This is an optimization exercise on Yosys and OpenROAD, whose aim is a short achievable clock period and few clock cycles, not a production implementation. RTL that was checked went through simulation tests only; none was proved equivalent to the original. For runs 2 and 3, only the layout was checked, not whether the RTL still works. Power and IR drop assume default switching activity.

==> design/flow/config.mk <==
export PLATFORM = sky130hd
export DESIGN_NAME = mipsSystem
export DESIGN_NICKNAME = mipsSystem
export VERILOG_FILES = /design/flow/design.v
export SDC_FILE = /design/flow/constraint.sdc
export NUM_CORES = 8
export LEC_CHECK = 0
export CAP_MARGIN = 20
export CORE_MARGIN = 2
export CORE_UTILIZATION = 40
export PLACE_DENSITY = 0.6
export SLEW_MARGIN = 20
==> design/flow/run.sh <==
#!/bin/bash
# synth_recipe.tcl (not shown) runs the flow's synth.tcl, then flattens the netlist and writes it again
# the make line also repeats each setting of config.mk as NAME=value (left out here)
make -C /OpenROAD-flow-scripts/flow DESIGN_CONFIG=/design/flow/config.mk WORK_HOME=/design/flow/orfs CLKGATE_MAP_FILE= SYNTH_SCRIPT=/design/flow/synth_recipe.tcl finish
==> design/flow/design.v <==
module adder32(in1, in2, out);
input [31:0] in1, in2;
output [31:0] out;
assign out = (in1 + in2);
endmodule
module mux2#(parameter WIDTH = 8)
            (d0, d1, s, y);
	input [WIDTH-1:0] d0, d1;
	input s;
	output [WIDTH-1:0] y;
	assign y = s ? d1 : d0; 
endmodule
module pc(rst, clk, newPc, pc);
input rst, clk;
input [31:0] newPc;
output reg [31:0] pc;
always @(negedge rst or posedge clk)
begin
if (!rst)
	pc <= 0;
else
	pc <= newPc;
end
endmodule
module pcAdd(pc, pcPlus4);
input [31:0] pc;
output [31:0] pcPlus4;
assign pcPlus4=pc+4;
endmodule
module shiftLeft2#(parameter IN_WIDTH = 8, parameter OUT_WIDTH = 8)
            (in, out);
	input [IN_WIDTH-1:0] in;
	output [OUT_WIDTH-1:0] out;
	assign out = in << 2;
endmodule
module signExtend(imm, signImm);
input [15:0] imm;
output [31:0] signImm;
assign signImm={{16{imm[15]}}, imm[15:0]};
endmodule
module alu(srcA, srcB, aluControl, shamt, aluResult, zero);
input [31:0] srcA, srcB;
input [3:0] aluControl;
input [4:0] shamt;
output reg [31:0] aluResult;
output zero;
always @(*)
begin
	case(aluControl)
		4'b0000 : aluResult=srcA&srcB;
		4'b0001 : aluResult=srcA|srcB;
		4'b0010 : aluResult=srcA+srcB;
		4'b0110 : aluResult=srcA-srcB;
		4'b0111 : aluResult=srcA<srcB?1:0;
		4'b1010 : aluResult=srcB<<shamt;
		4'b1100 : aluResult=~(srcA|srcB);
		default : aluResult=0;
	endcase
end
assign zero=aluResult==0?1:0;
endmodule
module controlUnit(opcode, funct, regDst, aluSrc, memToReg, regWrite, memRead, memWrite, branch, jump, aluControl);
input [5:0] opcode, funct;
output regDst, aluSrc, memToReg, regWrite, memRead, memWrite, branch, jump;
output [3:0] aluControl;
wire [1:0] aluOp;
mainDecoder md(opcode, regDst, aluSrc, memToReg, regWrite, memRead, memWrite, branch, jump, aluOp);
aluDecoder ad(funct, aluOp, aluControl);
endmodule
module mainDecoder(opcode, regDst, aluSrc, memToReg, regWrite, memRead, memWrite, branch, jump, aluOp);
input [5:0] opcode;
output regDst, aluSrc, memToReg, regWrite, memRead, memWrite, branch, jump;
output [1:0] aluOp;
reg [9:0] controls;
assign {regDst, aluSrc, memToReg, regWrite, memRead, memWrite, branch, jump, aluOp} = controls;
always @(*)
begin
	case(opcode)
		6'b000000: controls <= 10'b1001000010;  
		6'b100011: controls <= 10'b0111100000;  
		6'b101011: controls <= 10'b0100010000;  
		6'b000100: controls <= 10'b0000001001;  
		6'b001000, 
		6'b001001: controls <= 10'b0101000000;  
		6'b001101: controls <= 10'b0101000000;  
		6'b000010: controls <= 10'b0000000100;  
		default:   controls <= 10'bxxxxxxxxxx;  
    endcase
end
endmodule
module aluDecoder(funct, aluOp, aluControl);
input [5:0] funct;
input [1:0] aluOp;
output reg [3:0] aluControl;
always @(*)
begin
	case(aluOp)
		2'b00: aluControl <= 4'b0010;   
		2'b01: aluControl <= 4'b0110;   
		default:	case(funct)           
			6'b100000,
			6'b100001: aluControl <= 4'b0010;  
			6'b100010,
			6'b100011: aluControl <= 4'b0110;  
			6'b100100: aluControl <= 4'b0000;  
			6'b100101: aluControl <= 4'b0001;  
			6'b101010: aluControl <= 4'b0111;  
			6'b000000: aluControl <= 4'b1010;  
			default:   aluControl <= 4'bxxxx;  
        endcase
    endcase
end
endmodule
module registerFile(clk, regWrite, readReg1, readReg2, writeReg, writeData, readData1, readData2);
	input clk, regWrite;
	input [4:0] readReg1, readReg2, writeReg;
	input [31:0] writeData;
	output [31:0] readData1, readData2;
	reg [31:0] rf [31:0];
	always @(posedge clk) begin
    if (regWrite) rf[writeReg] <= writeData;
	end
	assign readData1 = (readReg1 != 0) ? rf[readReg1] : 0;
	assign readData2 = (readReg2 != 0) ? rf[readReg2] : 0;
endmodule
module mipsSystem(rst, clk, imem_addr, imem_rdata, dmem_we, dmem_addr, dmem_wdata, dmem_rdata, wb_en, wb_reg, wb_data);
input rst, clk;
output [31:0] imem_addr;
input [31:0] imem_rdata;
output dmem_we;
output [31:0] dmem_addr, dmem_wdata;
input [31:0] dmem_rdata;
output wb_en;
output [4:0] wb_reg;
output [31:0] wb_data;
wire [31:0] pcIn, pcOut, pcP4;
wire [31:0] instruction;
wire [27:0] addrShifted;
wire regDst, aluSrc, memToReg, regWrite, memRead, memWrite, branch, jump;
wire [3:0] aluControl;
wire [4:0] writeAddr;
wire [31:0] writeBack, readData1, readData2;
wire [31:0] extendedImm, branchImm, branchAddr, aluIn, aluResult;
wire notZero;
wire [31:0] notJumpAddr, dataRead;
pc pcreg(.rst(rst), .clk(clk), .newPc(pcIn), .pc(pcOut));
pcAdd pcAdder(.pc(pcOut), .pcPlus4(pcP4));
assign imem_addr = pcOut;
assign instruction = imem_rdata;
shiftLeft2 #(26, 28) jumpSL (.in(instruction[25:0]), .out(addrShifted));
controlUnit controller(
.opcode(instruction[31:26]),
.funct(instruction[5:0]),
.regDst(regDst),
.aluSrc(aluSrc),
.memToReg(memToReg),
.regWrite(regWrite),
.memRead(memRead),
.memWrite(memWrite),
.branch(branch),
.jump(jump),
.aluControl(aluControl)
);
mux2 #(5) dstMux (.d0(instruction[20:16]), .d1(instruction[15:11]), .s(regDst), .y(writeAddr));
registerFile regFile(
.clk(clk), .regWrite(regWrite), .readReg1(instruction[25:21]), .readReg2(instruction[20:16]),
.writeReg(writeAddr), .writeData(writeBack), .readData1(readData1), .readData2(readData2));
signExtend signExt(.imm(instruction[15:0]), .signImm(extendedImm));
shiftLeft2 #(32, 32) branchSL (.in(extendedImm), .out(branchImm));
adder32 add32(.in1(pcP4), .in2(branchImm), .out(branchAddr));
alu mainALU(.srcA(readData1), .srcB(aluIn), .aluControl(aluControl), .shamt(instruction[10:6]), .aluResult(aluResult), .zero(notZero));
mux2 #(32) aluMux (.d0(readData2), .d1(extendedImm), .s(aluSrc), .y(aluIn));
mux2 #(32) branchMux (.d0(pcP4), .d1(branchAddr), .s(branch&notZero), .y(notJumpAddr));
mux2 #(32) jumpMux (.d0(notJumpAddr), .d1({pcP4[31:28], addrShifted}), .s(jump), .y(pcIn));
assign dmem_we = memWrite;
assign dmem_addr = aluResult;
assign dmem_wdata = readData2;
assign dataRead = dmem_rdata;
mux2 #(32) readMux (.d0(aluResult), .d1(dataRead), .s(memToReg), .y(writeBack));
assign wb_en = regWrite;
assign wb_reg = writeAddr;
assign wb_data = writeBack;
endmodule
==> design/flow/constraint.sdc <==
create_clock -name core_clock -period 11.0 [get_ports {clk}]
set_input_delay 2.2000 -clock core_clock [delete_from_list [all_inputs] [get_ports {clk}]]
set_output_delay 2.2000 -clock core_clock [all_outputs]
set_load 0.01 [all_outputs]
==> results of run 1 <==
[synthesized netlist by cell type (78+ instances only)]
cell type	number
sky130_fd_sc_hd__a22oi_1	87
sky130_fd_sc_hd__edfxtp_1	1024
sky130_fd_sc_hd__inv_1	153
sky130_fd_sc_hd__a21oi_1	128
sky130_fd_sc_hd__mux2i_1	181
sky130_fd_sc_hd__mux4_2	519
sky130_fd_sc_hd__nand2_1	165
sky130_fd_sc_hd__nor2_1	203
sky130_fd_sc_hd__nand2b_1	79
sky130_fd_sc_hd__o21ai_0	78
sky130_fd_sc_hd__clkbuf_1	158
sky130_fd_sc_hd__ha_1	126
[per-stage QoR]
| stage | utilization, % | hold WS, ns |
|---|---|---|
| global placement | 44.80 | 0.5953 |
| finish | 47.27 | 0.6081 |
| detailed placement | 44.80 | 0.5967 |
| global route | 47.26 | 0.6463 |
| CTS | 47.19 | 0.6104 |
| floorplan | - | 0.6362 |
[final cells by class]
type                       count  area [um^2]
clock buffer                 121         2751
sequential                  1054        31500
multi-input combinational   2507        26130
tap                         1930         2415
clock inverter                80        758.2
timing repair buffer         602         5460
antenna                        4        10.01
fill                       12560        77680
inverter                     162        608.1
[registers in the layout, summed over array words and instances (netlist names)]
register	count
regFile.rf	1024
pcreg.pc	30
[cell families after synthesis]
logic type                 count (synthesis)
and+or+nand+nor                          803
muxes                                    752
other                                      1
DFF                                     1054
adders and majority gates                129
buffers and inverters                    443
AOI/OAI and AO/OA                        764
xor gates and xnor gates                  57
[metal layers]
metal | global-route usage [%] | wire length, um
met4 | 12.95 | 11910
met1 | 39.86 | 85480
met5 | 0 | 75
met3 | 7.777 | 27570
met2 | 45.06 | 101400
[worst min path at each step]
stage / cells past startpoint / end / start
final: 2 / pcreg.pc[31] / pcreg.pc[31]
after global placement: 2 / pcreg.pc[31] / pcreg.pc[31]
after CTS: 2 / pcreg.pc[31] / pcreg.pc[31]
after detailed placement: 2 / pcreg.pc[31] / pcreg.pc[31]
after floorplan: 2 / pcreg.pc[31] / pcreg.pc[31]
after global routing: 2 / pcreg.pc[31] / pcreg.pc[31]
[repair_timing]
| action | CTS | global route |
|---|---|---|
| hold endpoints to repair | 0 | 0 |
| endpoints found under the setup margin | 0 | 5 |
| resized for setup | 0 | 15 |
| setup buffers | 0 | 2 |
[worst min-delay path: cells and delay by family (launching register included)]
family	cells	cell delay, ns
XOR/XNOR	2	0.21
flip-flops	1	0.36
[cell usage in the layout (no fill, tap or decap), types with 17 or more instances in the layout]
master                            netlist  layout
sky130_fd_sc_hd__nand2b_1              79      79
sky130_fd_sc_hd__buf_4                 16     372
sky130_fd_sc_hd__xnor2_1               35      35
sky130_fd_sc_hd__and3_1                20      19
sky130_fd_sc_hd__inv_1                153     153
sky130_fd_sc_hd__edfxtp_1            1024    1024
sky130_fd_sc_hd__o221ai_1              19      19
sky130_fd_sc_hd__o211ai_1              20      20
sky130_fd_sc_hd__a221oi_1              21      21
sky130_fd_sc_hd__and2_1                27      27
sky130_fd_sc_hd__a21oi_1              128     124
sky130_fd_sc_hd__mux4_2               519     519
sky130_fd_sc_hd__buf_12                 0      32
sky130_fd_sc_hd__o21ai_0               78      77
sky130_fd_sc_hd__nand3_1               67      67
sky130_fd_sc_hd__ha_1                 126     126
sky130_fd_sc_hd__clkinv_2               0      25
sky130_fd_sc_hd__clkbuf_16              0     108
sky130_fd_sc_hd__a22o_1                25      24
sky130_fd_sc_hd__a31oi_1               28      27
sky130_fd_sc_hd__clkdlybuf4s50_1        0     186
sky130_fd_sc_hd__nand4_1               18      18
sky130_fd_sc_hd__nor3_1                62      59
sky130_fd_sc_hd__nor2_4                 0      33
sky130_fd_sc_hd__nand2_1              165     165
sky130_fd_sc_hd__mux2i_1              181     181
sky130_fd_sc_hd__mux2_2                48      48
sky130_fd_sc_hd__or3_1                 23      22
sky130_fd_sc_hd__xor2_1                22      22
sky130_fd_sc_hd__dfrtp_1               30      30
sky130_fd_sc_hd__a21o_1                58      57
sky130_fd_sc_hd__nor2b_1               47      46
sky130_fd_sc_hd__nor2_1               203     170
sky130_fd_sc_hd__o22ai_1               67      67
sky130_fd_sc_hd__a211oi_1              24      24
sky130_fd_sc_hd__clkinv_1               4      35
sky130_fd_sc_hd__nor4_1                25      25
sky130_fd_sc_hd__a22oi_1               87      86
sky130_fd_sc_hd__o21bai_1              17      17
[report_power, final]
group,switching [uW],leakage (uW),internal [uW]
sequential,74.5,0.00962,5090
combinational,2380,0.0128,1410
clock,1620,0.00172,2060
total,4070,0.0242,8570
==> results.txt, run 1 <==
- The data arrival time at the worst-slack endpoint is 8.65 ns.
- From bottom edge to top edge, the die measures 388.7 um.
- The net total in the final layout is 4630.
- The required time at the endpoint of the critical path is 8.80 ns.
- In this run the cell area measured after placement is 66000 um^2.
- For this run, asynchronously set or reset flops after synthesis account for 2.846%.
- The clock period could shrink to 10.85 ns.
- In the post-synthesis netlist, the biggest area contributors are sky130_fd_sc_hd__edfxtp_1 (52%), sky130_fd_sc_hd__mux4_2 (20%), sky130_fd_sc_hd__mux2i_1 (3.1%).
- Summing internal, switching and leakage power gives 12640 uW.
- The flow ran to the end and the layout has no timing, DRC or antenna violations.
- The number of placement rows is 141.
- For this run, the top clock speed supported by timing is 92.14 MHz.
- The unique cell type count in the Yosys netlist is 100.
- The remaining number of nets flagged by the antenna check after routing is 0.
- Summing the areas of all compound-gate instances in the mapped netlist gives 9.270% of the synthesized area.
- The max-slew violation total from the final report is 0.
- Each instance of the synthesized netlist takes up on average 14.79 um^2.
- The most frequent cell on the critical path is sky130_fd_sc_hd__o21ai_0.
- After detailed routing, the average wire length per cell comes to 35.06 um.
- Across all layers, the routed design uses 42800 vias.
- The critical path runs through a total of 22 cells.
- The number of antenna violations at the first check in global routing came to 19.
- The quantity of hold-fixing buffers added after cts is 0.
- Summing all non-filler instances in the final layout gives an area of 69630 um^2.
- Entering global routing, the biggest net connects 59 pins.
- The most frequently used flop master after synthesis is sky130_fd_sc_hd__edfxtp_1.
- The wire length of the first global-routing pass is 316.8 mm.
- The clock tree from TritonCTS is built.
- In this run the static leakage power is 0.02419 uW.
- Compared with the post-synthesis result, the final layout area differs by 17.60%.
- The final total negative setup slack is 0 ns.
- The number of setup violations in the final report is 0.
- The number of flops mapped to enable cells by yosys is 1024.
- Summing the areas of all fa, ha and maj instances in the mapped netlist gives 2.764% of the synthesized area.
- The worst flop-to-flop path startpoint is regFile.rf[1][0].
- The XOR/XNOR share of the synthesized area is 0.8431%.
- In the global route stage, overall resource usage came out at 29.55%.
- Tracing the worst setup path back leads to its startpoint at imem_rdata[16].
- The count of input and output buffers is 198.
- Headroom to the max-slew limit came out at 17.04%.
- The kind of path behind the tightest hold check is reg2reg.
- During I/O placement, the number of pins put on the boundary was 201.
- The register area share after synthesis is 53.20%.
- The worst-case setup margin in the final layout is 0.1468 ns.
- The vias per cell is 6.625.
- The die covers 151100 um^2.
- VDD sags by at most 0.1729 mV.
- The total overflow left after global routing is 0.
- The worst reg2reg path depth is 28.
- The master of the slowest instance on the critical path is sky130_fd_sc_hd__mux4_2.
- In this run, placement finished with an instance count of 6252.
- After synthesis, the largest family of logic cells by area is multiplexers.
- The library cell used as clock root buffer is sky130_fd_sc_hd__clkbuf_16.
- The buffer levels on the longest clock path is 3.
- The final-report hold violation count is 0.
- The DRC violation count after routing is 0.
- Traced cell by cell, the critical path runs through clkbuf_8 > buf_6 > buf_16 > mux4_2 > mux2_2 > a22oi_1 > nand3_1 > o21ai_0 > buf_4 > ha_1 > buf_4 > nor2b_1 > a211oi_1 > o21bai_1 > o21ai_0 > a21oi_1 > o21ai_0 > nand4_1 > o221a_2 > a21oi_2 > buf_12 > clkdlybuf4s50_1.
- The worst-case clock skew is 0.06473 ns.
- The initial core utilization is 40.20%.
- The reg2reg setup slack is 3.33 ns.
- The clock insertion delay at the later pin of the skew report is 0.74 ns.
- Summing the areas of all and, or, nand and nor instances in the mapped netlist gives 6.817% of the synthesized area.
- The startpoint type of the worst setup path is an input port.
- The tool flagged a number of max-cap violations equal to 0.
- The detailed router finished its first iteration with 6224 violations.
- The congestion estimate from routability-driven global placement came to 1.023.
- The highest fanout seen on the critical path is 40.
- For the pin with the worst max-slew slack, the measured transition is 1.244 ns.
- The endpoint kind of the worst setup timing path is a primary output.
- After technology mapping, the gate count stands at 4003.
- The wire length reported by the detailed router is 226.5 mm.
- Clock-pin slew was measured on the worst setup and hold paths at 0.07 ns.
- The worst slack at placement is 0.07017 ns.
- The portion of synthesized cell area occupied by the leading cell type is 51.93%.
- The first detailed-routing pass ran for 6 iterations.
- The worst register-to-register path ends at pcreg.pc[13].
- The critical path is of the in2out type.
- Counting both buffers and inverters, the worst setup path holds a total of 7.
- The via count of the first global-routing pass is 41630.
- The peak per-stage delay on the critical path is 0.54 ns.
- The die width is 388.7 um.
- The post-synthesis mux area share is 23.81%.
- The final cycle utilization of the critical path is 98.67%.
- Broken down by cell family, the worst path's largest delay share belongs to compound AO/OA/AOI/OAI gates.
- The synthesized design contains 1054 register bits.
- The deepest level of the CTS H-tree is 3.
- Once detailed placement completed, the half-perimeter wirelength came to 155.2 mm.
- The number of warnings reported in the yosys synthesis log is 5.
- The cell area after synthesis is 59210 um^2.
- The region available for standard cell placement spans 147300 um^2.
- The number of buffers inserted during clock tree synthesis is 108.
- Clock tree synthesis found a total of 1054 sinks.
- After the flow finishes, the layout carries non-filler instances totaling 6460.
- Cells with a size suffix above 1 make up 27.66% of the layout.
- The capture point of the critical path is wb_data[0].
- The synthesized design spends more area on one cell type than any other, namely sky130_fd_sc_hd__edfxtp_1.
- The total power per unit cell area is 181.5 nW/um^2.
- Setup repair after global routing left no endpoint under its margin.
Testbench counts, summed over its fixed seeds: cycles 133,414.
==> run 2, diff against run 1 <==
--- a/design/flow/design.v
+++ b/design/flow/design.v
@@ -135,49 +135,124 @@
 output [31:0] wb_data;
-wire [31:0] pcIn, pcOut, pcP4;
-wire [31:0] instruction;
-wire [27:0] addrShifted;
-wire regDst, aluSrc, memToReg, regWrite, memRead, memWrite, branch, jump;
-wire [3:0] aluControl;
-wire [4:0] writeAddr;
-wire [31:0] writeBack, readData1, readData2;
-wire [31:0] extendedImm, branchImm, branchAddr, aluIn, aluResult;
-wire notZero;
-wire [31:0] notJumpAddr, dataRead;
-pc pcreg(.rst(rst), .clk(clk), .newPc(pcIn), .pc(pcOut));
-pcAdd pcAdder(.pc(pcOut), .pcPlus4(pcP4));
-assign imem_addr = pcOut;
-assign instruction = imem_rdata;
-shiftLeft2 #(26, 28) jumpSL (.in(instruction[25:0]), .out(addrShifted));
-controlUnit controller(
-.opcode(instruction[31:26]),
-.funct(instruction[5:0]),
-.regDst(regDst),
-.aluSrc(aluSrc),
-.memToReg(memToReg),
-.regWrite(regWrite),
-.memRead(memRead),
-.memWrite(memWrite),
-.branch(branch),
-.jump(jump),
-.aluControl(aluControl)
-);
-mux2 #(5) dstMux (.d0(instruction[20:16]), .d1(instruction[15:11]), .s(regDst), .y(writeAddr));
-registerFile regFile(
-.clk(clk), .regWrite(regWrite), .readReg1(instruction[25:21]), .readReg2(instruction[20:16]),
-.writeReg(writeAddr), .writeData(writeBack), .readData1(readData1), .readData2(readData2));
-signExtend signExt(.imm(instruction[15:0]), .signImm(extendedImm));
-shiftLeft2 #(32, 32) branchSL (.in(extendedImm), .out(branchImm));
-adder32 add32(.in1(pcP4), .in2(branchImm), .out(branchAddr));
-alu mainALU(.srcA(readData1), .srcB(aluIn), .aluControl(aluControl), .shamt(instruction[10:6]), .aluResult(aluResult), .zero(notZero));
-mux2 #(32) aluMux (.d0(readData2), .d1(extendedImm), .s(aluSrc), .y(aluIn));
-mux2 #(32) branchMux (.d0(pcP4), .d1(branchAddr), .s(branch&notZero), .y(notJumpAddr));
-mux2 #(32) jumpMux (.d0(notJumpAddr), .d1({pcP4[31:28], addrShifted}), .s(jump), .y(pcIn));
-assign dmem_we = memWrite;
-assign dmem_addr = aluResult;
-assign dmem_wdata = readData2;
-assign dataRead = dmem_rdata;
-mux2 #(32) readMux (.d0(aluResult), .d1(dataRead), .s(memToReg), .y(writeBack));
-assign wb_en = regWrite;
-assign wb_reg = writeAddr;
-assign wb_data = writeBack;
-endmodule
+reg [31:0] pc;
+reg        d_valid;
+reg [31:0] d_ir, d_pc;
+reg        e_valid, e_wr, e_load, e_store, e_br;
+reg [4:0]  e_dst;
+reg [31:0] e_a, e_b, e_imm, e_target;
+reg        e_useimm;
+reg [4:0]  e_shamt;
+reg        e_op_add, e_op_sub, e_op_and, e_op_or, e_op_slt, e_op_sll;
+reg [1:0]  e_fa, e_fb;    
+reg        m_valid, m_wr, m_load, m_we;
+reg [4:0]  m_dst;
+reg [31:0] m_res, m_wdata;
+reg        w_en;
+reg [4:0]  w_dst;
+reg [31:0] w_data;
+wire [31:0] rd1, rd2;
+registerFile regFile(.clk(clk), .regWrite(w_en), .readReg1(d_ir[25:21]), .readReg2(d_ir[20:16]),
+                     .writeReg(w_dst), .writeData(w_data), .readData1(rd1), .readData2(rd2));
+assign wb_en   = w_en;
+assign wb_reg  = w_dst;
+assign wb_data = w_data;
+assign dmem_we    = m_we;
+assign dmem_addr  = m_res;
+assign dmem_wdata = m_wdata;
+wire [31:0] fa = (e_fa == 2'd1) ? m_res : (e_fa == 2'd2) ? w_data : e_a;
+wire [31:0] fb = (e_fb == 2'd1) ? m_res : (e_fb == 2'd2) ? w_data : e_b;
+wire [31:0] srcb = e_useimm ? e_imm : fb;
+wire        subtract = e_op_sub | e_op_slt;
+wire [32:0] sum = {1'b0, fa} + {1'b0, subtract ? ~srcb : srcb} + {32'd0, subtract};
+wire [31:0] alu_res = ({32{e_op_add | e_op_sub}} & sum[31:0])
+                    | ({32{e_op_and}} & (fa & srcb))
+                    | ({32{e_op_or}}  & (fa | srcb))
+                    | ({32{e_op_slt}} & {31'd0, ~sum[32]})
+                    | ({32{e_op_sll}} & (srcb << e_shamt));
+wire e_redirect = e_valid & e_br & (fa == fb);
+wire [5:0] d_op = d_ir[31:26];
+wire [4:0] d_rs = d_ir[25:21];
+wire [4:0] d_rt = d_ir[20:16];
+wire [4:0] d_rd = d_ir[15:11];
+wire [5:0] d_fn = d_ir[5:0];
+wire [31:0] d_sext = {{16{d_ir[15]}}, d_ir[15:0]};
+wire d_rtype = (d_op == 6'b000000);
+wire d_lw    = (d_op == 6'b100011);
+wire d_sw    = (d_op == 6'b101011);
+wire d_beq   = (d_op == 6'b000100);
+wire d_addi  = (d_op == 6'b001000) | (d_op == 6'b001001) | (d_op == 6'b001101);
+wire d_bsame = d_beq & (d_rs == d_rt);       
+wire d_bcond = d_beq & (d_rs != d_rt);
+wire d_wr    = d_rtype | d_lw | d_addi;
+wire [4:0] d_dst = d_rtype ? d_rd : d_rt;
+wire d_sll   = d_rtype & (d_fn == 6'b000000);
+wire d_use_rs = (d_rtype & ~d_sll) | d_lw | d_sw | d_addi | d_bcond;
+wire d_use_rt = d_rtype | d_sw | d_bcond;
+wire [31:0] d_pc4 = d_pc + 32'd4;
+wire [31:0] d_target = d_pc4 + {d_sext[29:0], 2'b00};
+wire stall = d_valid & e_valid & e_load & (e_dst != 5'd0) &
+             ((d_use_rs & (e_dst == d_rs)) | (d_use_rt & (e_dst == d_rt)));
+wire d_redirect = d_valid & d_bsame;
+wire [31:0] d_a = (d_rs == 5'd0) ? 32'd0 : (w_en & (w_dst == d_rs)) ? w_data : rd1;
+wire [31:0] d_b = (d_rt == 5'd0) ? 32'd0 : (w_en & (w_dst == d_rt)) ? w_data : rd2;
+wire [1:0] d_fa = (d_rs != 5'd0 && e_valid && e_wr && e_dst == d_rs) ? 2'd1 :
+                  (d_rs != 5'd0 && m_valid && m_wr && m_dst == d_rs) ? 2'd2 : 2'd0;
+wire [1:0] d_fb = (d_rt != 5'd0 && e_valid && e_wr && e_dst == d_rt) ? 2'd1 :
+                  (d_rt != 5'd0 && m_valid && m_wr && m_dst == d_rt) ? 2'd2 : 2'd0;
+wire f_jump = (imem_rdata[31:26] == 6'b000010);
+wire [31:0] pc4 = pc + 32'd4;
+wire [31:0] pc_next = e_redirect ? e_target :
+                      stall      ? pc :
+                      d_redirect ? d_target :
+                      f_jump     ? {pc4[31:28], imem_rdata[25:0], 2'b00} : pc4;
+assign imem_addr = pc;
+always @(posedge clk or negedge rst) begin
+	if (!rst) begin
+		pc      <= 32'd0;
+		d_valid <= 1'b0;
+		e_valid <= 1'b0;
+		m_valid <= 1'b0;
+		m_we    <= 1'b0;
+		w_en    <= 1'b0;
+	end else begin
+		pc <= pc_next;
+		if (e_redirect | d_redirect) d_valid <= 1'b0;
+		else if (!stall) d_valid <= 1'b1;
+		e_valid <= d_valid & ~e_redirect & ~stall & ~d_bsame;
+		m_valid <= e_valid;
+		m_we    <= e_valid & e_store;
+		w_en    <= m_valid & m_wr;
+	end
+end
+always @(posedge clk) begin
+	if (!(stall & ~e_redirect)) begin
+		d_ir <= imem_rdata;
+		d_pc <= pc;
+	end
+	e_wr     <= d_wr;
+	e_load   <= d_lw;
+	e_store  <= d_sw;
+	e_br     <= d_bcond;
+	e_dst    <= d_dst;
+	e_a      <= d_a;
+	e_b      <= d_b;
+	e_imm    <= d_sext;
+	e_target <= d_target;
+	e_useimm <= ~d_rtype;
+	e_shamt  <= d_ir[10:6];
+	e_op_add <= ~d_rtype | (d_fn == 6'b100000) | (d_fn == 6'b100001);
+	e_op_sub <= d_rtype & ((d_fn == 6'b100010) | (d_fn == 6'b100011));
+	e_op_and <= d_rtype & (d_fn == 6'b100100);
+	e_op_or  <= d_rtype & (d_fn == 6'b100101);
+	e_op_slt <= d_rtype & (d_fn == 6'b101010);
+	e_op_sll <= d_sll;
+	e_fa     <= d_fa;
+	e_fb     <= d_fb;
+	m_wr    <= e_wr;
+	m_load  <= e_load;
+	m_dst   <= e_dst;
+	m_res   <= alu_res;
+	m_wdata <= fb;
+	w_dst  <= m_dst;
+	w_data <= m_load ? dmem_rdata : m_res;
+end
+endmodule
==> run 2 against run 1 <==
Against the previous run: cell area rose by 12%; combinational power fell by about 20%; clock power rose by 38%; non-clock buffer count fell by 285; global-route usage fell by 5.1 points; critical path type is now reg2reg.
==> results.txt, run 2 <==
- Outcome: no timing/DRC/antenna violations (unchanged).
- The number of sinks on the clock net was 1365 (was 1054).
- The number of I/O pins is 201 (unchanged).
- The worst vdd rail ir drop came to 0.1362 mV (was 0.1729 mV).
- The count of non-filler cells in the finished layout is 6763 (was 6460).
- The library cell with the largest summed area after synthesis is sky130_fd_sc_hd__edfxtp_1 (unchanged).
- The sum of overflow across all layers after global routing is 0 (unchanged).
- The number of buffers inserted during clock tree synthesis is 150 (was 108).
- The register area share after synthesis came to 56.49% (was 53.20%).
- The iteration count of the initial detailed-routing pass is 6 (unchanged).
- The remaining max-slew budget at the tightest pin is 27.02% (was 17.04%).
- The highest metal layer with signal wires is met4 (was met5).
- The final total negative setup slack came to 0 ns (unchanged).
- The highest fanout seen on the critical path is 66 (was 40).
- The post-route cell area is 77730 um^2 (was 69630 um^2).
- The actual transition at the worst max-transition pin came to 1.095 ns (was 1.244 ns).
- The wire length on met1 is 88.82 mm (was 85.48 mm).
- The number of setup violations in the final report was 0 (unchanged).
- The met3 layer wire length in the routed design is 15.13 mm (was 27.57 mm).
- The data arrival time at the worst-slack endpoint is 5.47 ns (was 8.65 ns).
- The cell area after synthesis is 67970 um^2 (was 59210 um^2).
- The worst-case setup margin in the final layout is 5.937 ns (was 0.1468 ns).
- The portion of synthesized cell area occupied by the leading cell type is 48.06% (was 51.93%).
- The unique cell type count in the Yosys netlist is 90 (was 100).
- The worst-case clock skew is 0.04027 ns (was 0.06473 ns).
- The multi-input gate area in the final layout was 28410 um^2 (was 26130 um^2).
- The final cycle utilization of the critical path is 46.03% (was 98.67%).
- The total power per unit cell area is 189.4 nW/um^2 (was 181.5 nW/um^2).
- The synthesized netlist cell count is 4249 (was 4003).
- The endpoint kind of the worst setup timing path is a flip-flop (was primary output).
- The register ranked first by flip-flop count is regFile.rf (unchanged).
- The post-cts repair resize count came to 0 (unchanged).
- The average routed wire per standard cell is 31.55 um (was 35.06 um).
- The placed wire-length estimate was 133.4 mm (was 155.2 mm).
- The number of flip-flops in the largest register is 1024 (unchanged).
- The kind of path behind the tightest hold check is reg2reg (unchanged).
- The async set or reset register ratio after synthesis came to 2.711% (was 2.846%).
- The kind of critical path is reg2reg (was in2out).
- The number of flops mapped to enable cells by yosys is 1088 (was 1024).
- The via count is 42250 (was 42800).
- The DRC violation total after the first TritonRoute iteration is 4633 (was 6224).
- The static leakage is 0.02537 uW (was 0.02419 uW).
- The post-detailed-placement cell area came to 72790 um^2 (was 66000 um^2).
- The required time at the endpoint of the critical path came to 11.41 ns (was 8.80 ns).
- Top cells by count, synth: sky130_fd_sc_hd__edfxtp_1 (1088), sky130_fd_sc_hd__mux4_2 (627), sky130_fd_sc_hd__mux2i_1 (348) (was sky130_fd_sc_hd__edfxtp_1 (1024), sky130_fd_sc_hd__mux4_2 (519), sky130_fd_sc_hd__nor2_1 (203)).
- The library cell used as clock root buffer is sky130_fd_sc_hd__clkbuf_16 (unchanged).
- The quantity of hold-fixing buffers added after cts is 0 (unchanged).
- The pin count of the biggest net entering global routing is 109 (was 59).
- The startpoint type of the worst setup path is a flip-flop (was input port).
- The clock period minus final worst setup slack came to 5.063 ns (was 10.85 ns).
- The net total in the final layout is 4575 (was 4630).
- The combined global-route utilization of all metal layers is 24.49% (was 29.55%).
- The library cell with the highest instance count after synthesis is sky130_fd_sc_hd__edfxtp_1 (unchanged).
- The wire length of the first global-routing pass is 307.3 mm (was 316.8 mm).
- The final estimated routing congestion in global placement is 0.9464 (was 1.023).
- Most frequent cells in the layout: sky130_fd_sc_hd__edfxtp_1 (1088), sky130_fd_sc_hd__mux4_2 (627), sky130_fd_sc_hd__mux2i_1 (348) (was sky130_fd_sc_hd__edfxtp_1 (1024), sky130_fd_sc_hd__mux4_2 (519), sky130_fd_sc_hd__buf_4 (372)).
- The total instance count after detailed placement is 6484 (was 6252).
- The most frequently used flop master after synthesis is sky130_fd_sc_hd__edfxtp_1 (unchanged).
- The number of warnings reported in the yosys synthesis log is 2 (was 5).
- The sequential cell area in the final layout is 38410 um^2 (was 31500 um^2).
- The deepest level of the CTS H-tree is 4 (was 3).
- The via count of the first global-routing pass came to 42470 (was 41630).
- The clock slew seen by the registers of the worst setup and hold paths is 0.06 ns (was 0.07 ns).
- The DRC violation count after routing came to 0 (unchanged).
- The remaining number of nets flagged by the antenna check after routing is 0 (unchanged).
- The number of fillers in the final layout is 14500 (was 12560).
- The area growth from synthesis to layout is 14.36% (was 17.60%).
- The number of maximum-capacitance violations is 0 (unchanged).
- The total of flip-flops plus latches after synthesis is 1365 (was 1054).
- The vias per cell is 6.247 (was 6.625).
- The max-slew violation total from the final report is 0 (unchanged).
- The fmax was 197.5 MHz (was 92.14 MHz).
- The most common cell after layout, fill and taps aside is sky130_fd_sc_hd__edfxtp_1 (unchanged).
- RSZ-0062 raised after global routing: false (unchanged).
- The share of the core filled with cells in the final layout is 45.97% (was 47.27%).
- The buffer levels on the longest clock path was 3 (unchanged).
- The number of placement rows came to 151 (was 141).
- The die outline height was 416.2 um (was 388.7 um).
- The wire length on met2 is 102.3 mm (was 101.4 mm).
- The worst slack at placement is 5.913 ns (was 0.07017 ns).
- Main area contributors after synthesis: sky130_fd_sc_hd__edfxtp_1 (48%), sky130_fd_sc_hd__mux4_2 (21%), sky130_fd_sc_hd__dfxtp_1 (7.1%) (was sky130_fd_sc_hd__edfxtp_1 (52%), sky130_fd_sc_hd__mux4_2 (20%), sky130_fd_sc_hd__mux2i_1 (3.1%)).
- The count of input and output buffers was 200 (was 198).
- The final-report hold violation count is 0 (unchanged).
- The average instance area after synthesis was 16.00 um^2 (was 14.79 um^2).
- The post-CTS repair timing setup buffer count is 0 (unchanged).
- The initial core utilization was 40.20% (about the same).
- The number of antenna violations at the first check in global routing is 2 (was 19).
- The clock insertion delay at the later pin of the skew report came to 0.80 ns (was 0.74 ns).
- The area of the core is 169100 um^2 (was 147300 um^2).
- The share of cells above drive strength 1 came to 24.13% (was 27.66%).
- The die width was 416.2 um (was 388.7 um).
- The clock tree from TritonCTS is built (unchanged).
- The wire length reported by the detailed router was 213.4 mm (was 226.5 mm).
- The die area is 173200 um^2 (was 151100 um^2).
-- run 2: layout make-up --
cell class                      count  share of cell area (%)
Timing Repair Buffer              317                   3.892
Clock inverter                     89                   1.264
Clock buffer                      188                   5.090
Inverter                           43                  0.2076
Sequential cell                  1365                   49.42
Antenna cell                        2                0.006438
Tap cell                         2218                   3.570
Multi-Input combinational cell   2541                   36.55
-- run 2: per-layer routing --
layer | vias to the layer above | global-route usage, %
met2 | 1770 | 39.45
li1 | 17780 | -
met5 | - | 0
met3 | 324 | 3.850
met4 | 0 | 8.253
met1 | 22370 | 33.94
-- run 2: per-stage QoR --
step	power [uW]	hold slack [ns]
after floorplan	8344	0.3305
after global placement	9717	0.3523
after detailed placement	9741	0.3526
after CTS	14790	0.3606
after global routing	15240	0.3726
final	14730	0.3585
-- run 2: logic make-up after synthesis --
family / share of synthesized area, %
AOI/OAI and AO/OA: 6.089
xor gates and xnor gates: 2.036
adders and majority gates: 1.697
buffers and inverters: 2.146
DFF: 56.49
muxes: 27.01
and+or+nand+nor: 4.524
-- run 2: path summary, 6_finish.rpt --
kind | startpoint | to | slack, ns | depth (start not counted)
hold reg to reg | e_wr | m_wr | 0.36 | 0
min in group asynchronous | rst | pc[7] | 1.51 | 2
setup reg to reg | e_fb[1] | d_pc[6] | 5.94 | 9
setup / recovery | e_fb[1] | d_pc[6] | 5.94 | 9
max in group asynchronous | rst | pc[31] | 9.08 | 2
hold / removal | e_wr | m_wr | 0.36 | 0
-- run 2: where the power goes --
group	total [uW]	internal, uW	switching, uW
registers	6630	6320	312
clock network	5080	2890	2180
logic	3020	1180	1840
total	14700	10400	4330
-- run 2: critical path, cell delays in order, from the launching register on --
cell                      delay, ns
sky130_fd_sc_hd__dfxtp_4       1.02
sky130_fd_sc_hd__mux2i_1       0.36
sky130_fd_sc_hd__mux2i_1       0.20
sky130_fd_sc_hd__xnor2_1       0.60
sky130_fd_sc_hd__nand4_1       0.18
sky130_fd_sc_hd__nor4_2        0.70
sky130_fd_sc_hd__nand3_1       0.16
sky130_fd_sc_hd__buf_4         0.31
sky130_fd_sc_hd__nand2_2       0.38
sky130_fd_sc_hd__buf_4         0.62
==> run 3, diff against run 2 <==
--- a/design/flow/config.mk
+++ b/design/flow/config.mk
@@ -7,2 +7,3 @@
 export LEC_CHECK = 0
+export ABC_CLOCK_PERIOD_IN_PS = 3000
 export CAP_MARGIN = 20
@@ -11,2 +12,3 @@
 export PLACE_DENSITY = 0.6
+export SETUP_SLACK_MARGIN = 5
 export SLEW_MARGIN = 20
==> run 3 against run 2 <==
Against the previous run: sequential power about the same; first-iteration DRC count unchanged; combinational power about the same; utilization unchanged; cell count unchanged; die area unchanged; routed wire length unchanged; non-clock buffer count unchanged; sequential share of layout area unchanged; count of clock-buffer cells in the layout unchanged; global-route usage unchanged; maximum frequency unchanged; critical endpoint unchanged; largest cell class unchanged.
==> results.txt, run 3 <==
- Outcome: no timing/DRC/antenna violations (unchanged).
- The register ranked first by flip-flop count is regFile.rf (unchanged).
- The static leakage came to 0.02537 uW (unchanged).
- The net total in the final layout is 4575 (unchanged).
- The number of antenna violations at the first check in global routing is 2 (unchanged).
- The sum of overflow across all layers after global routing came to 0 (unchanged).
- The switching part of the total power was 29.43% (unchanged).
- Most frequent cells in the layout: sky130_fd_sc_hd__edfxtp_1 (1088), sky130_fd_sc_hd__mux4_2 (627), sky130_fd_sc_hd__mux2i_1 (348) (unchanged).
- The number of setup violations in the final report is 0 (unchanged).
- The unique cell type count in the Yosys netlist is 90 (unchanged).
- The share of power burned in combinational logic is 20.5% (about the same).
- The vias per cell is 6.247 (unchanged).
- The library cell with the highest instance count after synthesis is sky130_fd_sc_hd__edfxtp_1 (unchanged).
- The post-CTS repair timing setup buffer count is 0 (unchanged).
- The worst slack at placement is 5.913 ns (unchanged).
- The startpoint type of the worst setup path is a flip-flop (unchanged).
- The actual transition at the worst max-transition pin is 1.095 ns (unchanged).
- The library cell used as clock root buffer is sky130_fd_sc_hd__clkbuf_16 (unchanged).
- The number of I/O pins is 201 (unchanged).
- The die area came to 173200 um^2 (unchanged).
- The library cell with the largest summed area after synthesis is sky130_fd_sc_hd__edfxtp_1 (unchanged).
- The pin count of the biggest net entering global routing is 109 (unchanged).
- The via count was 42250 (unchanged).
- The number of flops mapped to enable cells by yosys is 1088 (unchanged).
- The net switching power figure is 4333 uW (unchanged).
- The share of cells above drive strength 1 came to 24.13% (unchanged).
- The number of placement rows is 151 (unchanged).
- The kind of path behind the tightest hold check is reg2reg (unchanged).
- The cell area after synthesis is 67970 um^2 (unchanged).
- The worst reg2reg path depth is 9 (unchanged).
- The DRC violation total after the first TritonRoute iteration is 4633 (unchanged).
- The die width came to 416.2 um (unchanged).
- The async set or reset register ratio after synthesis came to 2.711% (unchanged).
- The placed wire-length estimate is 133.4 mm (unchanged).
- The number of buffers inserted during clock tree synthesis is 150 (unchanged).
- The number of flip-flops in the largest register is 1024 (unchanged).
- The clock period minus final worst setup slack was 5.063 ns (unchanged).
- The register area share after synthesis is 56.49% (unchanged).
- The required time at the endpoint of the critical path is 11.41 ns (about the same).
- The share of total power in sequential cells is 45.1% (about the same).
- The endpoint kind of the worst setup timing path is a flip-flop (unchanged).
- The worst-case setup margin in the final layout is 5.937 ns (unchanged).
- The portion of synthesized cell area occupied by the leading cell type is 48.06% (unchanged).
- The average routed wire per standard cell was 31.55 um (unchanged).
- The data arrival time at the worst-slack endpoint is 5.47 ns (about the same).
- The via count of the first global-routing pass was 42470 (unchanged).
- The share of the core filled with cells in the final layout was 45.97% (unchanged).
- The depth of the worst hold-timing path is 0 (unchanged).
- The quantity of hold-fixing buffers added after cts is 0 (unchanged).
- RSZ-0062 raised after global routing: false (unchanged).
- The part of the power in the clock network is 34.5% (about the same).
- The wire length of the first global-routing pass was 307.3 mm (unchanged).
- The buffer levels on the longest clock path came to 3 (unchanged).
- The kind of critical path was reg2reg (unchanged).
- The combined global-route utilization of all metal layers came to 24.49% (unchanged).
- The area of the core is 169100 um^2 (unchanged).
- Main area contributors after synthesis: sky130_fd_sc_hd__edfxtp_1 (48%), sky130_fd_sc_hd__mux4_2 (21%), sky130_fd_sc_hd__dfxtp_1 (7.1%) (unchanged).
- Top cells by count, synth: sky130_fd_sc_hd__edfxtp_1 (1088), sky130_fd_sc_hd__mux4_2 (627), sky130_fd_sc_hd__mux2i_1 (348) (unchanged).
- The clock tree from TritonCTS was built (unchanged).
- The deepest level of the CTS H-tree is 4 (unchanged).
- The fmax is 197.5 MHz (unchanged).
- The area growth from synthesis to layout was 14.36% (unchanged).
- The final-report hold violation count came to 0 (unchanged).
- The worst vdd rail ir drop is 0.1362 mV (unchanged).
- The total of flip-flops plus latches after synthesis is 1365 (unchanged).
- The final cycle utilization of the critical path is 46.03% (unchanged).
- The synthesized netlist cell count is 4249 (unchanged).
- The worst-case clock skew is 0.04027 ns (unchanged).
- The final total negative setup slack is 0 ns (unchanged).
- The wire length reported by the detailed router was 213.4 mm (unchanged).
- The number of sinks on the clock net is 1365 (unchanged).
- The clock insertion delay at the later pin of the skew report was 0.80 ns (about the same).
- The iteration count of the initial detailed-routing pass was 6 (unchanged).
- The final estimated routing congestion in global placement is 0.9464 (unchanged).
- The remaining max-slew budget at the tightest pin is 27.02% (unchanged).
- The number of maximum-capacitance violations came to 0 (unchanged).
- The initial core utilization came to 40.20% (unchanged).
- The most common cell after layout, fill and taps aside is sky130_fd_sc_hd__edfxtp_1 (unchanged).
- The die outline height came to 416.2 um (unchanged).
- The average instance area after synthesis came to 16.00 um^2 (unchanged).
- The highest fanout seen on the critical path is 66 (unchanged).
- The total power per unit cell area is 189.4 nW/um^2 (unchanged).
- The most frequently used flop master after synthesis is sky130_fd_sc_hd__edfxtp_1 (unchanged).
- The number of warnings reported in the yosys synthesis log was 2 (unchanged).
- The max-slew violation total from the final report was 0 (unchanged).
- The count of input and output buffers came to 200 (unchanged).
- The post-cts repair resize count came to 0 (unchanged).
- The internal power contribution came to 10390 uW (unchanged).
- The DRC violation count after routing was 0 (unchanged).
- The clock slew seen by the registers of the worst setup and hold paths is 0.06 ns (about the same).
- The remaining number of nets flagged by the antenna check after routing was 0 (unchanged).
run 3: cell counts in the layout (fill, tap and decap cells not counted):
Identical to the previous run, type by type.
run 3: cell type report:
type	count	area (um^2)
Timing Repair Buffer	317	3025
Tap cell	2218	2775
Inverter	43	161.4
Fill cell	14500	91360
Sequential cell	1365	38410
Clock buffer	188	3956
Antenna cell	2	5.005
Multi-Input combinational cell	2541	28410
Clock inverter	89	982.2
run 3: power groups by stage:
stage	registers [uW]	logic [uW]	clock network [uW]
6_report	6630	3020	5080
2_1_floorplan	6900	1440	0
4_1_cts	6640	3010	5150
3_3_place_gp	6740	2980	0
3_5_place_dp	6740	3000	0
5_1_grt	6660	3230	5350
run 3: stage by stage:
step,hold WS (ns),area (um^2),cells,power (uW)
floorplan,0.3305,67970,4249,8344
global placement,0.3523,72790,6484,9717
detailed placement,0.3526,72790,6484,9741
CTS,0.3606,77730,6761,14790
global route,0.3726,77730,6762,15240
finish,0.3585,77730,6763,14730
run 3: kinds of logic after synthesis:
| family | after synthesis | synth area share, % |
|---|---|---|
| compound gates | 608 | 6.089 |
| simple gates | 642 | 4.524 |
| buf+inv | 343 | 2.146 |
| flops | 1365 | 56.49 |
| mux | 1042 | 27.01 |
| fa+ha+maj | 91 | 1.697 |
| xor+xnor | 158 | 2.036 |
run 3: final timing paths:
check,startpoint,endpoint,slack [ns]
max in group asynchronous,rst,pc[31],9.08
min in group asynchronous,rst,pc[7],1.51
max,e_fb[1],d_pc[6],5.94
min,e_wr,m_wr,0.36
min reg2reg,e_wr,m_wr,0.36
max reg2reg,e_fb[1],d_pc[6],5.94
run 3: critical path, stage by stage, from the launching register on:
cell	delay, ns
sky130_fd_sc_hd__dfxtp_4	1.02
sky130_fd_sc_hd__mux2i_1	0.36
sky130_fd_sc_hd__mux2i_1	0.20
sky130_fd_sc_hd__xnor2_1	0.60
sky130_fd_sc_hd__nand4_1	0.18
sky130_fd_sc_hd__nor4_2	0.70
sky130_fd_sc_hd__nand3_1	0.16
sky130_fd_sc_hd__buf_4	0.31
sky130_fd_sc_hd__nand2_2	0.38
sky130_fd_sc_hd__buf_4	0.62
run 3: per-layer routing:
| metal | part of all wire (%) | vias up | wire length (um) | GRT usage, % |
|---|---|---|---|---|
| met5 | 0 | - | 0 | 0 |
| met4 | 3.3 | 0 | 7147 | 8.253 |
| met3 | 7.1 | 324 | 15130 | 3.850 |
| li1 | - | 17780 | - | - |
| met1 | 42 | 22370 | 88820 | 33.94 |
| met2 | 48 | 1770 | 102300 | 39.45 |

afterwards: timing with drivers on the ports:
In the flow no input, the clock included, has a driving cell. The finished layouts below were timed again as built, in two steps. Step 1 sets driving cells, clkbuf_16 on the clock port and buf_2 on the other inputs (assumed; they add their load-dependent delay and slew). Step 2 moves the port delays by t, midway between the first and last clock arrival at a register: inputs arrive t later, outputs are due t later. That takes back most of the time a late clock gives input paths. Slacks: no drivers / after step 1 / after step 2; pairs: no drivers / after step 1.
run | t, ns | setup WS [ns] | worst setup path after step 2 | worst slew at a driven data input, ns | cell pins on the clock port's net
run 1 | 0.787 | 0.147 / 0.106 / 0.106 | input to output | 0.07 | 1
run 2 | 0.861 | 5.937 / 5.937 / 5.909 | input to register | 0.07 | 1
run 3 | 0.861 | 5.937 / 5.937 / 5.909 | input to register | 0.07 | 1
After both steps every run listed still meets setup and hold. The setup slack of run 1, which loses most, moves by -0.041 ns with the drivers and by -0.041 ns with both steps.
